What follows belongs to an exercise in optimizing a design on an open flow for small area; a production flow would make more cautious choices.
In this exercise RTL edits were held to simulation tests only and were not proved equivalent to the original.

== cedar ==
Design x_corr, start of the top module:
module x_corr #(parameter xi_bits = 12,
                parameter xq_bits = 12,
                parameter yi_bits = 12,
                parameter yq_bits = 12,
                parameter i_bits = 31,
                parameter q_bits = 31,
                parameter length = 102,
                parameter length_counter_bits = 7,
                parameter out_max_bits = 62
                )
   (input clk,
    input                              rst,
    output                             s_axis_tready,
    input [xi_bits - 1:0]              xi,
    input [xq_bits - 1:0]              xq,
    input [yi_bits - 1:0]              yi,
    input [yq_bits - 1:0]              yq,
    input                              m_axis_tvalid,
    input                              m_axis_tready,
    output [out_max_bits - 1:0]        out_max,
    output [length_counter_bits - 1:0] index,
    output                             s_axis_tvalid
    );
For scale: roughly 120 I/O pins.
==> flow/config.mk <==
export PLATFORM = sky130hd
export DESIGN_NAME = x_corr
export DESIGN_NICKNAME = x_corr
export VERILOG_FILES = /design/flow/design.v
export SDC_FILE = /design/flow/constraint.sdc
export NUM_CORES = 4
export LEC_CHECK = 0
export ABC_AREA = 1
export CAP_MARGIN = 20
export CORE_MARGIN = 2
export CORE_UTILIZATION = 40
export SLEW_MARGIN = 20
==> flow/constraint.sdc <==
create_clock -name core_clock -period 10.0 [get_ports {clk}]
set_input_delay 2.0000 -clock core_clock [delete_from_list [all_inputs] [get_ports {clk}]]
set_output_delay 2.0000 -clock core_clock [all_outputs]
set_load 0.01 [all_outputs]
standard.sh (not shown) runs the stock make flow with config.mk's settings and CLKGATE_MAP_FILE= SYNTH_SCRIPT=/design/flow/synth_recipe.tcl, a recipe that flattens the netlist after the stock synthesis.
==> flow/flow/run.sh <==
#!/bin/bash
# Layout flow: the standard synthesis, then a polarity clean-up of the
# mapped netlist (flow/polarity.py: full adders built on complemented
# signals, and XOR/XNOR swapped, where that saves inverters; registers and
# ports untouched), then the standard ORFS layout with one-drive port
# buffers and a clock tree of small buffers without dummy loads.
# Each tool's output goes to a log file in this folder.
set -euo pipefail
W=$(pwd)
R=$W/orfs/results/$FLOW_PLATFORM/x_corr/base

bash standard.sh synth > synth.log 2>&1

cp "$R/1_2_yosys.v" "$W/netlist_standard.v"
python3 flow/polarity.py "$W/netlist_standard.v" "$W/netlist_polarity.v" > polarity.log 2>&1
cp "$W/netlist_polarity.v" "$R/1_2_yosys.v"
rm -f "$R/1_synth.odb" "$R/1_synth.sdc"

bash standard.sh \
  BUFFER_PORTS_ARGS="-buffer_cell sky130_fd_sc_hd__buf_1" \
  CTS_ARGS="-sink_clustering_enable -repair_clock_nets -dont_use_dummy_load -buf_list {sky130_fd_sc_hd__clkbuf_2 sky130_fd_sc_hd__clkbuf_4}" \
  finish > layout.log 2>&1
Other scripts of this flow, unchanged in this note and not shown: flow/flow/polarity.py
Input changes introduced in onyx (baseline for comparison: cedar):
-- flow/flow/run.sh --
<<< cedar, line 20
  BUFFER_PORTS_ARGS="-buffer_cell sky130_fd_sc_hd__buf_1" \
  CTS_ARGS="-sink_clustering_enable -repair_clock_nets -dont_use_dummy_load -buf_list {sky130_fd_sc_hd__clkbuf_2 sky130_fd_sc_hd__clkbuf_4}" \
  finish > layout.log 2>&1
>>> onyx, line 20
  BUFFER_PORTS_ARGS="-buffer_cell sky130_fd_sc_hd__buf_1" \
  CTS_ARGS="-sink_clustering_enable -repair_clock_nets -dont_use_dummy_load -buf_list {sky130_fd_sc_hd__clkbuf_4 sky130_fd_sc_hd__clkbuf_8}" \
  finish > layout.log 2>&1
Between cedar and onyx, the difference in routed wire length is negligible. Compared with cedar, onyx shows largest stage delay on the critical path lower by 0.15 ns. cedar has higher CTS buffer count than onyx. Looking at minimum period implied by the final worst setup slack across both flows, onyx is the weaker of the two, with cedar ahead. onyx vs. cedar: combined global-route utilization of all metal layers now sits lower, minimum setup slack among reg-to-reg paths now sits higher, met3 routed wirelength now sits lower, final critical-path share of the clock period now sits higher.
--- input diff onyx..maple ---
-- flow/flow/run.sh --
<<< onyx, line 5
# ports untouched), then the standard ORFS layout with one-drive port
# buffers and a clock tree of small buffers without dummy loads.
# Each tool's output goes to a log file in this folder.
>>> maple, line 5
# ports untouched), then the standard ORFS layout with one-drive port
# buffers, a clock tree of small buffers without dummy loads, and
# downsizing of non-critical cells after global routing.
# Each tool's output goes to a log file in this folder.
<<< onyx, line 20
  BUFFER_PORTS_ARGS="-buffer_cell sky130_fd_sc_hd__buf_1" \
  CTS_ARGS="-sink_clustering_enable -repair_clock_nets -dont_use_dummy_load -buf_list {sky130_fd_sc_hd__clkbuf_4 sky130_fd_sc_hd__clkbuf_8}" \
  finish > layout.log 2>&1
>>> maple, line 21
  BUFFER_PORTS_ARGS="-buffer_cell sky130_fd_sc_hd__buf_1" \
  CTS_ARGS="-sink_clustering_enable -repair_clock_nets -dont_use_dummy_load -sink_clustering_size 24 -buf_list {sky130_fd_sc_hd__clkbuf_4 sky130_fd_sc_hd__clkbuf_8}" \
  RECOVER_POWER=100 \
  finish > layout.log 2>&1
- Completing all stages was not enough for maple: its layout failed the final checks because of max-capacitance violations, max-slew violations.
- | worst hold slack across all endpoints | onyx vs maple | ≈ equal |
- Relative to onyx, number of buffers and inverters on the critical path has increased by 1 in maple.
- The post-route core utilization on maple is in line with that on onyx.
- Between onyx and maple, the count of vias placed by the detailed router figures differ only marginally.
- Area growth from synthesis to layout is lower on maple
- As far as share of cell area taken by flip-flops and latches is concerned, onyx and maple perform about the same.
- Largest stage delay on the critical path delta for maple relative to onyx: 0.16 ns higher
Input changes introduced in xenon (baseline for comparison: maple):
Settings: a change of CAP_MARGIN from 20 to 10; a change of SLEW_MARGIN from 20 to 10.
-- flow/flow/run.sh --
<<< maple, line 5
# ports untouched), then the standard ORFS layout with one-drive port
# buffers, a clock tree of small buffers without dummy loads, and
# downsizing of non-critical cells after global routing.
# Each tool's output goes to a log file in this folder.
>>> xenon, line 5
# ports untouched), then the standard ORFS layout with one-drive port
# buffers and a clock tree of small buffers without dummy loads.
# Each tool's output goes to a log file in this folder.
<<< maple, line 22
  CTS_ARGS="-sink_clustering_enable -repair_clock_nets -dont_use_dummy_load -sink_clustering_size 24 -buf_list {sky130_fd_sc_hd__clkbuf_4 sky130_fd_sc_hd__clkbuf_8}" \
  RECOVER_POWER=100 \
  finish > layout.log 2>&1
>>> xenon, line 21
  CTS_ARGS="-sink_clustering_enable -repair_clock_nets -dont_use_dummy_load -sink_clustering_size 24 -buf_list {sky130_fd_sc_hd__clkbuf_4 sky130_fd_sc_hd__clkbuf_8}" \
  finish > layout.log 2>&1
[summary]
maple vs xenon, capturing instance or port of the critical path: mg.oim[30] vs am.omax[58]
The wire length of the first global-routing pass on maple is in line with that on xenon.
End-of-flow core utilization across xenon and maple: no real change.
Taking maple as the reference point, the per-cell routed wire length of xenon falls by 0.096 um.
xenon: PASS, flow complete, no timing, DRC or antenna violations

afterwards: timing with drivers on the ports:
The results above use ideal ports. As a check the final layouts listed here were re-extracted and re-timed, cells and wires unchanged.
Step 1, drivers: a clkbuf_16 drives clk and a buf_2 each remaining input, both assumed.
Step 2 moves the port delays by t, midway between the first and last clock arrival at a register: inputs arrive t later, outputs are due t later. That takes back most of the time a late clock gives input paths.
Slacks: no drivers / after step 1 / after step 2; pairs: no drivers / after step 1.
run	t (ns)	slack for setup (ns)	worst setup path after step 2	latest minus earliest clock arrival (ns)	slew at the worst register clock pin (ns)
cedar	0.874	1.265 / 1.265 / 0.574	input to register	0.089 / 0.088	0.07 / 0.07
onyx	0.681	1.203 / 1.244 / 0.563	input to register	0.075 / 0.076	0.07 / 0.07
maple	0.679	1.019 / 1.062 / 0.383	input to register	0.077 / 0.077	0.07 / 0.07
xenon	0.683	1.098 / 1.098 / 0.530	input to register	0.055 / 0.055	0.07 / 0.07
The setup slack of cedar, which loses most, moves by 0.000 ns with the drivers and by -0.691 ns with both steps.
